What follows belongs to an exercise in optimizing a design on an open flow for small area, a short achievable clock period and few clock cycles; a production flow would make more cautious choices.
Only simulation tests tie the RTL to the original design; equivalence was not proved.
Power is estimated from default activity; no workload was simulated.

## job 101
==> flow/design.v <==
module JAM (
	input				CLK,
	input				RST,
	output	reg	[2:0]	W,
	output	reg	[2:0]	J,
	input		[6:0]	Cost,
	output	reg	[3:0]	MatchCount,
	output	reg	[9:0]	MinCost,
	output				Valid
);
localparam	S_A		= 4'd0;		 
localparam	S_SEL	= 4'd2;		 
localparam	S_C		= 4'd3;		 
localparam	S_D		= 4'd4;		 
localparam	S_AUG	= 4'd5;		 
localparam	S_B		= 4'd7;		 
localparam	S_CNT	= 4'd9;		 
localparam	S_DONE	= 4'd10;
localparam	O_NONE	= 3'd0;
localparam	O_A		= 3'd1;
localparam	O_D		= 3'd3;
localparam	O_B		= 3'd4;
reg			rst_q;
reg			valid_r;
assign Valid = valid_r & ~rst_q;
reg [3:0]	state;
reg [55:0]	nv;				 
reg [63:0]	dst;			 
reg [23:0]	pred;			 
reg [23:0]	p;				 
reg [7:0]	mcol;			 
reg [7:0]	sc;				 
reg [8:0]	delta;			 
reg [7:0]	ur;				 
reg [7:0]	bv;				 
reg [2:0]	bj;				 
reg [2:0]	jc;				 
reg [2:0]	I;				 
reg			first;
reg			mp;				 
reg			sc_old;			 
reg [2:0]	op2;
reg [6:0]	c2;				 
reg [2:0]	j2;				 
reg [2:0]	w2;				 
reg			f2;				 
reg [8:0]	q2;				 
wire [6:0]	nvp = q2[6:0];
reg [7:0]	dstp;			 
reg [2:0]	predp;			 
function [3:0] next_free;
	input [7:0] b;
	input [3:0] a;
	integer k;
	begin
		next_free = 4'd8;
		for (k = 7; k >= 0; k = k - 1)
			if (!b[k] && (a[3] || k > a)) next_free = k;
	end
endfunction
wire [8:0]	nd    = q2 + c2;
wire		upd   = nd < {1'b0, dstp};
wire [7:0]	dn    = upd ? nd[7:0] : dstp;
wire		take  = f2 || (upd ? nd < {1'b0, bv} : dstp < bv);
wire [7:0]	d_a   = c2 + nvp;
wire		b_new = j2 == 3'd0 || d_a < ur;		 
wire [7:0]	b_row = b_new ? onehot2 : (d_a == ur) ? bv | onehot2 : bv;
wire [7:0]	onehot2 = 8'd1 << j2;
wire		take_a = j2 == 3'd0 || d_a < bv;
wire		take_f = (op2 == O_A) ? take_a : (op2 == O_D) && take;
wire [7:0]	onehotbj = 8'd1 << bj;
wire [6:0]	nvJ   = nv[7*(J) +: 7];
wire [7:0]	dstJ  = dst[8*(J) +: 8];
wire [6:0]	nv_upJ = ((state == S_A || (state == S_B && W == 3'd0)) && sc[J]) ? nvJ + delta[6:0] - dstJ[6:0] : nvJ;
wire [6:0]	nv_iss = (state == S_A && I == 3'd0) ? 7'd0 : nv_upJ;
wire [8:0]	dq    = first ? delta - {2'b00, q2[6:0]} - {2'b00, c2} : delta;
wire [3:0]	n_sc  = next_free(sc, {1'b0, J});
wire [3:0]	n_sc0 = next_free(sc, 4'd8);
wire [7:0]	trow  = dst[8*(I) +: 8];
wire [3:0]	n_cnt = next_free(~trow | sc, first ? 4'd8 : {1'b0, bj});
wire [2:0]	Im1   = I - 3'd1;
wire [2:0]	jbk   = pred[3*(Im1) +: 3];
wire [7:0]	sc_bk = sc & ~(8'd1 << jbk);
wire [3:0]	n_par = next_free(~dst[8*(Im1) +: 8] | sc_bk, {1'b0, jbk});
wire [7:0]	fr    = ~sc;
reg  [7:0]	f_lo, f_hi;
integer q;
always @(*) begin
	for (q = 0; q < 8; q = q + 1) begin
		f_lo[q] = fr[q] && ((fr & ((8'd1 << q) - 8'd1)) == 8'd0);
		f_hi[q] = fr[q] && ((fr & ~((8'd2 << q) - 8'd1)) == 8'd0);
	end
end
wire [7:0]	f_mid = fr & ~f_lo & ~f_hi;
wire [7:0]	t5    = dst[8*(5) +: 8];
wire [7:0]	t6    = dst[8*(6) +: 8];
wire [7:0]	t7    = dst[8*(7) +: 8];
wire [2:0]	ra    = {|(t5 & f_hi), |(t5 & f_mid), |(t5 & f_lo)};
wire [2:0]	rb    = {|(t6 & f_hi), |(t6 & f_mid), |(t6 & f_lo)};
wire [2:0]	rc    = {|(t7 & f_hi), |(t7 & f_mid), |(t7 & f_lo)};
wire [2:0]	c5    = {2'b00, ra[0] & rb[1] & rc[2]} + {2'b00, ra[0] & rb[2] & rc[1]}
					+ {2'b00, ra[1] & rb[0] & rc[2]} + {2'b00, ra[1] & rb[2] & rc[0]}
					+ {2'b00, ra[2] & rb[0] & rc[1]} + {2'b00, ra[2] & rb[1] & rc[0]};
always @(posedge CLK) rst_q <= RST;
integer k;
always @(posedge CLK) begin
	if (rst_q) begin
		state		<= S_A;
		op2			<= O_NONE;
		I			<= 3'd0;
		W			<= 3'd0;
		J			<= 3'd0;
		mcol		<= 8'd0;
		sc			<= 8'd0;
		MinCost		<= 10'd0;
		MatchCount	<= 4'd0;
		valid_r		<= 1'b0;
	end else begin
		c2	<= Cost;
		q2	<= (state == S_D) ? dq + {2'b00, nvJ} : {2'b00, nv_iss};
		dstp	<= dstJ;
		predp	<= pred[3*(J) +: 3];
		j2	<= J;
		w2	<= W;
		case (op2)
		O_A: begin
			for (k = 0; k < 8; k = k + 1) if ((j2) == k) nv[7*k +: 7] <= nvp;
			for (k = 0; k < 8; k = k + 1) if ((j2) == k) dst[8*k +: 8] <= d_a;
			for (k = 0; k < 8; k = k + 1) if ((j2) == k) pred[3*k +: 3] <= j2;
			sc[j2]	<= 1'b0;
			if (take_a) begin
				bv	<= d_a;
				bj	<= j2;
			end
		end
		O_D: begin
			for (k = 0; k < 8; k = k + 1) if ((j2) == k) dst[8*k +: 8] <= dn;
			for (k = 0; k < 8; k = k + 1) if ((j2) == k) pred[3*k +: 3] <= upd ? jc : predp;
			if (take) begin
				bv	<= dn;
				bj	<= j2;
			end
		end
		O_B: begin
			for (k = 0; k < 8; k = k + 1) if ((j2) == k) nv[7*k +: 7] <= nvp;
			if (b_new) ur <= d_a;
			bv		<= b_row;
			if (j2 == 3'd7) begin
				for (k = 0; k < 8; k = k + 1) if ((w2) == k) dst[8*k +: 8] <= b_row;
			end
			if (w2 == 3'd0)
				MinCost	<= MinCost - {3'd0, nvp};
			else if (j2 == 3'd0)
				MinCost	<= MinCost + {2'b00, ur};
		end
		default: ;
		endcase
		op2	<= O_NONE;
		f2	<= 1'b0;
		case (state)
		S_A: begin
			op2		<= O_A;
			J		<= J + 3'd1;
			if (J == 3'd7) state <= S_SEL;
		end
		S_SEL: begin
			mp		<= take_f;
			sc_old	<= sc[bj];
			delta	<= {1'b0, bv};
			J		<= bj;
			jc		<= bj;
			sc		<= (sc & ~((op2 == O_A) ? onehot2 : 8'd0)) | onehotbj;
			if (mcol[bj]) W <= p[3*(bj) +: 3];
			state	<= mcol[bj] ? S_C : S_AUG;
		end
		S_C: begin
			if (mp) begin
				sc[jc]	<= sc_old;
				state	<= S_SEL;
			end else begin
				J		<= n_sc0[2:0];
				first	<= 1'b1;
				state	<= S_D;
			end
		end
		S_D: begin
			op2		<= O_D;
			f2		<= first;
			first	<= 1'b0;
			delta	<= dq;
			if (!n_sc[3]) J <= n_sc[2:0];
			else state <= S_SEL;
		end
		S_AUG: begin
			if (mp) begin
				sc[jc]	<= sc_old;
				state	<= S_SEL;
			end else if (pred[3*(J) +: 3] == J) begin
				mcol[J]	<= 1'b1;
				for (k = 0; k < 8; k = k + 1) if ((J) == k) p[3*k +: 3] <= I;
				J		<= 3'd0;
				if (I == 3'd7) begin
					W		<= 3'd0;
					state	<= S_B;
				end else begin
					I		<= I + 3'd1;
					W		<= I + 3'd1;
					state	<= S_A;
				end
			end else begin
				mcol[J]	<= 1'b1;
				for (k = 0; k < 8; k = k + 1) if ((J) == k) p[3*k +: 3] <= p[3*(pred[3*(J) +: 3]) +: 3];
				J		<= pred[3*(J) +: 3];
			end
		end
		S_B: begin
			op2		<= O_B;
			J		<= J + 3'd1;
			if (J == 3'd7) begin
				W		<= W + 3'd1;
				if (W == 3'd7) begin
					sc		<= 8'd0;
					I		<= 3'd0;
					first	<= 1'b1;
					state	<= S_CNT;
				end
			end
		end
		S_CNT: begin
			if (I == 3'd5) MatchCount <= MatchCount + {1'b0, c5};
			if (I != 3'd5 && !n_cnt[3]) begin
				for (k = 0; k < 8; k = k + 1) if ((I) == k) pred[3*k +: 3] <= n_cnt[2:0];
				sc[n_cnt[2:0]]	<= 1'b1;
				I		<= I + 3'd1;
				first	<= 1'b1;
			end else if (I == 3'd0) begin
				MinCost	<= MinCost + {2'b00, ur};
				state	<= S_DONE;
			end else if (!n_par[3]) begin
				for (k = 0; k < 8; k = k + 1) if ((Im1) == k) pred[3*k +: 3] <= n_par[2:0];
				sc		<= sc_bk | (8'd1 << n_par[2:0]);
				first	<= 1'b1;
			end else begin
				I		<= I - 3'd1;
				sc		<= sc_bk;
				bj		<= jbk;
				first	<= 1'b0;
			end
		end
		default: begin
			valid_r	<= 1'b1;
		end
		endcase
	end
end
endmodule
Settings: LEC_CHECK=0, ABC_AREA=1, CAP_MARGIN=20, CORE_MARGIN=2, CORE_UTILIZATION=50, SETUP_SLACK_MARGIN=5, SLEW_MARGIN=20; clock period 10.0 ns.
standard.sh (not shown) runs the stock make flow with config.mk's settings and CLKGATE_MAP_FILE= SYNTH_SCRIPT=/design/flow/synth_recipe.tcl, a recipe that flattens the netlist after the stock synthesis.
==> flow/flow/run.sh <==
#!/bin/bash
set -euo pipefail
sed -e 's/SETUP_SLACK_MARGIN=[0-9.]*/SETUP_SLACK_MARGIN=6.5/' \
    -e 's/CLKGATE_MAP_FILE= /CLKGATE_MAP_FILE= ADDER_MAP_FILE= /' standard.sh > standard_margin.sh
grep -q 'SETUP_SLACK_MARGIN=6.5' standard_margin.sh
grep -q 'ADDER_MAP_FILE= ' standard_margin.sh
bash standard_margin.sh > flow_make.log 2>&1
Testbench counts of job 101, summed over its fixed seeds: cycles 11,840.
The following lists how job 102 was set up differently from job 101:
- swapping 50 for 40 in CORE_UTILIZATION
==> comparison <==
Total number of nets in the final design in job 102 is 0.80% above job 101. Between job 101 and job 102, register share of the cell area decreased. Of the two candidates, job 101 has the better setup slack and job 102 the worse one. End point of the critical path = Valid: job 101; end point of the critical path = MinCost[5]: job 102.
--- input diff job 102..job 103 ---
==> flow/flow/run.sh <==
#!/bin/bash
set -euo pipefail
sed -e 's/SETUP_SLACK_MARGIN=[0-9.]*/SETUP_SLACK_MARGIN=6/' \
    -e 's/CLKGATE_MAP_FILE= /CLKGATE_MAP_FILE= ADDER_MAP_FILE= /' standard.sh > standard_margin.sh
grep -q 'SETUP_SLACK_MARGIN=6' standard_margin.sh
grep -q 'ADDER_MAP_FILE= ' standard_margin.sh
bash standard_margin.sh > flow_make.log 2>&1
Post-route cell area in job 103 is 3.6% below job 102. In the tables for job 103 and job 102, clock share of power reads higher with job 103. Switching power summed over all nets is higher on job 102. Relative to job 102, slew at the pin with the worst max-slew slack increased by 5.2 ps in job 103. Job 103: flow completed, timing, DRC and antenna clean. Job 103 ended up with Valid as its capture point of the critical path; job 102 ended up with MinCost[5]. Looking at via count, job 103 sits 292 below job 102.
> inputs changed (job 103 -> job 104)
==> flow/flow/run.sh <==
#!/bin/bash
set -euo pipefail
sed -e 's/SETUP_SLACK_MARGIN=[0-9.]*/SETUP_SLACK_MARGIN=6.75/' \
    -e 's/CLKGATE_MAP_FILE= /CLKGATE_MAP_FILE= ADDER_MAP_FILE= /' standard.sh > standard_margin.sh
grep -q 'SETUP_SLACK_MARGIN=6.75' standard_margin.sh
grep -q 'ADDER_MAP_FILE= ' standard_margin.sh
bash standard_margin.sh > flow_make.log 2>&1
Results
- Reported for job 103 and job 104, post-synthesis compound-gate area fraction turned out identical to the last digit.
- Job 104 ended with more non-clock buffer count than job 103.
- Taking job 103 as the reference, in job 104 violation count after the first detailed-route iteration now larger, maximum vdd drop now smaller.

[static timing again, ports no longer ideal]
Ports are ideal in the flow. The routed layouts listed here were re-timed in OpenROAD.
Step 1 (the two cells are an assumption about what drives the block):
set clk [get_ports {CLK}]
set_driving_cell -lib_cell sky130_fd_sc_hd__clkbuf_16 $clk
set_driving_cell -lib_cell sky130_fd_sc_hd__buf_2 [delete_from_list [all_inputs] $clk]
Step 2 also shifts input and output timing later by t, the mid clock arrival at the registers, as if the neighbouring blocks saw the same clock.
Three values: no drivers, after step 1, after step 2; two values: the first two.
run	t (ns)	setup WS [ns]	clock arrival spread, ns	worst data-port slew with drivers (ns)	pins driven straight from the clock port
job 101	0.615	6.529 / 6.470 / 6.532	0.026 / 0.026	0.04	1
job 102	0.620	6.520 / 6.461 / 6.571	0.038 / 0.038	0.04	1
job 103	0.617	6.095 / 6.036 / 6.179	0.040 / 0.040	0.04	1
job 104	0.619	6.743 / 6.683 / 6.752	0.042 / 0.042	0.04	1
After both steps setup and hold are still met in every run listed.
